Context: an optimization exercise on an open-source flow, tuned for small area. The choices shown serve that exercise and are no tape-out recipe. Only simulation tests tie the RTL to the original design; equivalence was not proved. Power and IR drop assume default switching activity.

## P
==> flow/design.v <==
module crc_xor2 (
    input  a,
    input  b,
    output y
);
    assign y = a ^ b;
endmodule
`timescale 1ns/1ns
module frame_top (
    input         clk,
    input         rst_n,
    input  [15:0] data_in,
    output        crc_err,
    output        fifo_full,
    output        fifo_empty,
    output        crc_valid_o,
    output        data_out_ch1,
    output        data_out_ch2,
    output        data_out_ch3,
    output        data_out_ch4,
    output        data_out_ch5,
    output        data_out_ch6,
    output        data_out_ch7,
    output        data_out_ch8,
    output        data_vld_ch1,
    output        data_vld_ch2,
    output        data_vld_ch3,
    output        data_vld_ch4,
    output        data_vld_ch5,
    output        data_vld_ch6,
    output        data_vld_ch7,
    output        data_vld_ch8
);
    localparam [15:0] CRC_OK = 16'h7b9a;
    reg        e1, e2;           
    reg        t1, t2;           
    reg  [3:0] st;               
    reg [15:0] crc;              
    reg  [7:0] ch_sel;
    reg  [7:0] ch_pend;          
    reg        cflag;            
    reg        crc_err_r;
    reg        p0, p1, p2, p3;   
    reg  [3:0] fs;               
    reg  [3:0] wp;               
    reg [15:0] mem [0:7];
    reg  [7:0] vld;              
    reg  [7:0] ow;               
    reg        pb;               
    reg  [3:0] bc;               
    reg  [3:0] rp;               
    wire [15:0] x = data_in ^ ((st[3:1] == 3'd0) ? 16'd0 : crc);
    wire [15:0] crc_nx;
    wire [25:0] s;
    crc_xor2 u_x0 (.a(x[8]), .b(x[12]), .y(s[0]));
    crc_xor2 u_x1 (.a(x[10]), .b(x[14]), .y(s[1]));
    crc_xor2 u_x2 (.a(x[5]), .b(x[9]), .y(s[2]));
    crc_xor2 u_x3 (.a(x[7]), .b(x[11]), .y(s[3]));
    crc_xor2 u_x4 (.a(x[13]), .b(s[2]), .y(s[4]));
    crc_xor2 u_x5 (.a(x[6]), .b(s[1]), .y(s[5]));
    crc_xor2 u_x6 (.a(x[4]), .b(s[0]), .y(s[6]));
    crc_xor2 u_x7 (.a(x[15]), .b(s[3]), .y(s[7]));
    crc_xor2 u_x8 (.a(x[2]), .b(s[5]), .y(s[8]));
    crc_xor2 u_x9 (.a(x[14]), .b(s[7]), .y(s[9]));
    crc_xor2 u_x10 (.a(x[1]), .b(s[4]), .y(s[10]));
    crc_xor2 u_x11 (.a(x[12]), .b(s[10]), .y(s[11]));
    crc_xor2 u_x12 (.a(x[0]), .b(s[6]), .y(s[12]));
    crc_xor2 u_x13 (.a(x[13]), .b(s[8]), .y(s[13]));
    crc_xor2 u_x14 (.a(x[3]), .b(s[9]), .y(s[14]));
    crc_xor2 u_x15 (.a(x[11]), .b(s[12]), .y(s[15]));
    crc_xor2 u_x16 (.a(x[15]), .b(s[6]), .y(s[16]));
    crc_xor2 u_x17 (.a(s[4]), .b(s[15]), .y(crc_nx[5]));
    crc_xor2 u_x18 (.a(s[5]), .b(s[11]), .y(crc_nx[6]));
    crc_xor2 u_x19 (.a(s[7]), .b(s[13]), .y(crc_nx[7]));
    crc_xor2 u_x20 (.a(s[0]), .b(s[14]), .y(crc_nx[8]));
    crc_xor2 u_x21 (.a(x[9]), .b(x[13]), .y(s[17]));
    crc_xor2 u_x22 (.a(s[17]), .b(s[16]), .y(crc_nx[9]));
    crc_xor2 u_x23 (.a(s[1]), .b(s[4]), .y(crc_nx[10]));
    crc_xor2 u_x24 (.a(x[11]), .b(x[15]), .y(s[18]));
    crc_xor2 u_x25 (.a(s[18]), .b(s[5]), .y(crc_nx[11]));
    crc_xor2 u_x26 (.a(x[0]), .b(x[4]), .y(s[19]));
    crc_xor2 u_x27 (.a(s[19]), .b(x[7]), .y(s[20]));
    crc_xor2 u_x28 (.a(s[20]), .b(x[8]), .y(s[21]));
    crc_xor2 u_x29 (.a(s[21]), .b(x[15]), .y(crc_nx[12]));
    crc_xor2 u_x30 (.a(x[1]), .b(x[8]), .y(s[22]));
    crc_xor2 u_x31 (.a(s[22]), .b(s[2]), .y(crc_nx[13]));
    crc_xor2 u_x32 (.a(x[2]), .b(x[6]), .y(s[23]));
    crc_xor2 u_x33 (.a(s[23]), .b(x[9]), .y(s[24]));
    crc_xor2 u_x34 (.a(s[24]), .b(x[10]), .y(crc_nx[14]));
    crc_xor2 u_x35 (.a(x[3]), .b(x[10]), .y(s[25]));
    crc_xor2 u_x36 (.a(s[25]), .b(s[3]), .y(crc_nx[15]));
    assign crc_nx[0] = s[15];
    assign crc_nx[1] = s[11];
    assign crc_nx[2] = s[13];
    assign crc_nx[3] = s[14];
    assign crc_nx[4] = s[16];
    wire hdr     = e1 & e2;
    wire trl     = t1 & t2;
    wire in_data = st[3] | st[2];
    wire active  = |vld;
    wire at_trl  = in_data & trl;
    wire good    = (st != 4'd4) & (crc == CRC_OK);
    wire rp_fs   = (rp == fs);
    wire will_ld = (|ch_sel) & (~active | (rp_fs & bc[3] & bc[2]));
    wire full    = (wp[2:0] == rp[2:0]) & (wp[3] ^ rp[3]);
    wire wr_ok   = (st != 4'd0) & ~full;
    wire load    = cflag & p3;
    wire bend    = active & (bc[2:0] == 3'd7);
    wire wend    = bend & bc[3];
    wire last_w  = rp_fs | cflag;
    wire [15:0] rword = mem[rp[2:0]];
    always @(posedge clk or negedge rst_n) begin
        if (!rst_n) begin
            e1 <= 1'b0; e2 <= 1'b0; t1 <= 1'b0; t2 <= 1'b0;
            st <= 4'd0;
            crc_err_r <= 1'b0;
            p0 <= 1'b0; p1 <= 1'b0; p2 <= 1'b0; p3 <= 1'b0;
            cflag <= 1'b0;
            fs <= 4'd0; wp <= 4'd0; rp <= 4'd0;
            vld <= 8'd0;
        end else begin
            e1 <= (data_in == 16'he0e0);
            e2 <= e1;
            t1 <= (data_in == 16'h0e0e);
            t2 <= t1;
            case (st)
                4'd0:    if (hdr) st <= 4'd1;
                4'd1:    st <= 4'd2;
                4'd2:    st <= 4'd3;
                4'd3:    st <= 4'd4;
                4'd12:   st <= 4'd0;
                default: st <= trl ? 4'd0 : st + 4'd1;
            endcase
            crc_err_r <= at_trl & ~good;
            p0 <= at_trl & good;
            p1 <= p0;
            p2 <= p1;
            p3 <= p2;
            if (at_trl & good & will_ld) begin
                fs    <= fs + (st - 4'd4);
                cflag <= 1'b1;
            end else if (load) begin
                cflag <= 1'b0;
            end
            if (st == 4'd0)
                wp <= fs;
            else if (wr_ok)
                wp <= wp + 4'd1;
            if (load)
                vld <= ch_pend;
            else if (wend && last_w)
                vld <= 8'd0;
            if (bend && !bc[3])
                rp <= rp + 4'd1;
        end
    end
    always @(posedge clk) begin
        crc <= crc_nx;
        if (st == 4'd0 && hdr)
            ch_sel <= data_in[7:0];
        if (at_trl & good)
            ch_pend <= ch_sel;
        if (wr_ok)
            mem[wp[2:0]] <= data_in;
        pb <= active & ow[7];
        if (load || (wend && !last_w))
            ow <= rword[15:8];
        else if (bend)
            ow <= rword[7:0];
        else
            ow <= {ow[6:0], 1'b0};
        if (load)
            bc <= 4'd0;
        else
            bc <= bc + 4'd1;
    end
    wire bit_o = ow[7] ^ pb;
    assign crc_err     = crc_err_r;
    assign fifo_full   = 1'b0;
    assign fifo_empty  = ~p3;
    assign crc_valid_o = active;
    assign data_vld_ch1 = vld[0];
    assign data_vld_ch2 = vld[1];
    assign data_vld_ch3 = vld[2];
    assign data_vld_ch4 = vld[3];
    assign data_vld_ch5 = vld[4];
    assign data_vld_ch6 = vld[5];
    assign data_vld_ch7 = vld[6];
    assign data_vld_ch8 = vld[7];
    assign data_out_ch1 = vld[0] & bit_o;
    assign data_out_ch2 = vld[1] & bit_o;
    assign data_out_ch3 = vld[2] & bit_o;
    assign data_out_ch4 = vld[3] & bit_o;
    assign data_out_ch5 = vld[4] & bit_o;
    assign data_out_ch6 = vld[5] & bit_o;
    assign data_out_ch7 = vld[6] & bit_o;
    assign data_out_ch8 = vld[7] & bit_o;
endmodule
clock: 5.0 ns
lec_check: 0
cap_margin: 20
core_margin: 2
core_utilization: 40
cts_buf_list: sky130_fd_sc_hd__clkbuf_8
cts_cluster_diameter: 150
cts_cluster_size: 16
place_density: 0.6
slew_margin: 20
synth_hierarchical: 1
standard.sh (not shown) runs the stock make flow with config.mk's settings and CLKGATE_MAP_FILE= SYNTH_SCRIPT=/design/flow/synth_recipe.tcl, a recipe that flattens the netlist after the stock synthesis.
==> flow/flow/run.sh <==
#!/bin/bash
# The standard layout (standard.sh, standard synthesis unchanged), with two
# changes: the port buffers are buf_1 cells, and clock tree synthesis uses
# clkbuf_8 in clusters of up to 16 sinks without dummy loads.
set -euo pipefail
export BUFFER_PORTS_ARGS="-buffer_cell sky130_fd_sc_hd__buf_1"
export CTS_ARGS="-sink_clustering_enable -repair_clock_nets -sink_clustering_size 16 -sink_clustering_max_diameter 150 -buf_list sky130_fd_sc_hd__clkbuf_8 -dont_use_dummy_load"
bash standard.sh > standard.log 2>&1
Setup changes, P to Q
diff --git a/flow/design.v b/flow/design.v
--- a/flow/design.v
+++ b/flow/design.v
@@ -29,18 +29,18 @@
     output        data_vld_ch5,
     output        data_vld_ch6,
     output        data_vld_ch7,
     output        data_vld_ch8
 );
     localparam [15:0] CRC_OK = 16'h7b9a;
-    reg        e1, e2;           
-    reg        t1, t2;           
+    reg        e1;               
+    reg        t1;               
+    reg        dup;              
     reg  [3:0] st;               
     reg [15:0] crc;              
-    reg  [7:0] ch_sel;
-    reg  [7:0] ch_pend;          
+    reg  [7:0] ch_sel;           
     reg        cflag;            
     reg        crc_err_r;
     reg        p0, p1, p2, p3;   
     reg  [3:0] fs;               
     reg  [3:0] wp;               
     reg [15:0] mem [0:7];
@@ -91,14 +91,16 @@
     crc_xor2 u_x36 (.a(s[25]), .b(s[3]), .y(crc_nx[15]));
     assign crc_nx[0] = s[15];
     assign crc_nx[1] = s[11];
     assign crc_nx[2] = s[13];
     assign crc_nx[3] = s[14];
     assign crc_nx[4] = s[16];
-    wire hdr     = e1 & e2;
-    wire trl     = t1 & t2;
+    wire is_e    = (data_in == 16'he0e0);
+    wire is_t    = (data_in == 16'h0e0e);
+    wire hdr     = e1 & dup;
+    wire trl     = t1 & dup;
     wire in_data = st[3] | st[2];
     wire active  = |vld;
     wire at_trl  = in_data & trl;
     wire good    = (st != 4'd4) & (crc == CRC_OK);
     wire rp_fs   = (rp == fs);
     wire will_ld = (|ch_sel) & (~active | (rp_fs & bc[3] & bc[2]));
@@ -108,24 +110,23 @@
     wire bend    = active & (bc[2:0] == 3'd7);
     wire wend    = bend & bc[3];
     wire last_w  = rp_fs | cflag;
     wire [15:0] rword = mem[rp[2:0]];
     always @(posedge clk or negedge rst_n) begin
         if (!rst_n) begin
-            e1 <= 1'b0; e2 <= 1'b0; t1 <= 1'b0; t2 <= 1'b0;
+            e1 <= 1'b0; t1 <= 1'b0; dup <= 1'b0;
             st <= 4'd0;
             crc_err_r <= 1'b0;
             p0 <= 1'b0; p1 <= 1'b0; p2 <= 1'b0; p3 <= 1'b0;
             cflag <= 1'b0;
-            fs <= 4'd0; wp <= 4'd0; rp <= 4'd0;
+            fs <= 4'd0; rp <= 4'd0;
             vld <= 8'd0;
         end else begin
-            e1 <= (data_in == 16'he0e0);
-            e2 <= e1;
-            t1 <= (data_in == 16'h0e0e);
-            t2 <= t1;
+            e1  <= is_e;
+            t1  <= is_t;
+            dup <= (is_e & e1) | (is_t & t1);
             case (st)
                 4'd0:    if (hdr) st <= 4'd1;
                 4'd1:    st <= 4'd2;
                 4'd2:    st <= 4'd3;
                 4'd3:    st <= 4'd4;
                 4'd12:   st <= 4'd0;
@@ -139,30 +140,28 @@
             if (at_trl & good & will_ld) begin
                 fs    <= fs + (st - 4'd4);
                 cflag <= 1'b1;
             end else if (load) begin
                 cflag <= 1'b0;
             end
-            if (st == 4'd0)
-                wp <= fs;
-            else if (wr_ok)
-                wp <= wp + 4'd1;
             if (load)
-                vld <= ch_pend;
+                vld <= ch_sel;
             else if (wend && last_w)
                 vld <= 8'd0;
             if (bend && !bc[3])
                 rp <= rp + 4'd1;
         end
     end
     always @(posedge clk) begin
         crc <= crc_nx;
-        if (st == 4'd0 && hdr)
+        if (st == 4'd0 && hdr && !cflag)
             ch_sel <= data_in[7:0];
-        if (at_trl & good)
-            ch_pend <= ch_sel;
+        if (st == 4'd0)
+            wp <= fs;
+        else if (wr_ok)
+            wp <= wp + 4'd1;
         if (wr_ok)
             mem[wp[2:0]] <= data_in;
         pb <= active & ow[7];
         if (load || (wend && !last_w))
             ow <= rword[15:8];
         else if (bend)
--- outcome ---
- Q ends up with a minimum period implied by the final worst setup slack that is 0.091 ns higher than in P.
- A termination of the worst setup path of crc[6] is what P shows, while crc[7] belongs to Q.
- In terms of part of the power in the clock network, P and Q differ only marginally.
- On placeable core region, P loses to Q.
- Of Q and P, the lower deepest clock path buffer count belongs to Q.
- Compared with P, Q shows met1 demand-to-capacity share in global routing lower by 1.4 points.
- Power of the sequential group sits lower in Q than in P.
- Combinational cell fraction of total power across Q and P: no real change.
- Q has completed all stages; timing, DRC and antenna checks passed.
- Synthesized netlist net count was lower in Q than in P.
- Looking at die area across both flows, Q is the stronger of the two, with P trailing.
- P → Q: mapped cell area shows a reduction of 2.9%; setup slack shows a reduction of 0.091 ns; hold slack lower; routed wire length went down 5.6%.

afterwards: timing with drivers on the ports:
How much do the figures lean on ideal ports? The routed layouts below were timed once more, with nothing changed but the port constraints. Step 1 assumes that a clkbuf_16 drives the clock port and a buf_2 every other input. Step 2, shift: input delay + t, output delay - t, t = (earliest + latest rising clock arrival at the registers) / 2. This alone moves slack from input paths to output paths. Slacks: ideal / step 1 / step 2; pairs: ideal / step 1.
run | t, ns | setup WS [ns] | latest minus earliest clock arrival (ns) | worst slew at a driven data input, ns | cell pins on the clock port's net
P | 0.532 | 2.106 / 2.072 / 2.008 | 0.016 / 0.017 | 0.05 | 1
Q | 0.482 | 2.015 / 2.015 / 1.968 | 0.037 / 0.038 | 0.04 | 1
After both steps every run listed still meets setup and hold. The setup slack of P, which loses most, moves by -0.034 ns with the drivers and by -0.098 ns with both steps.
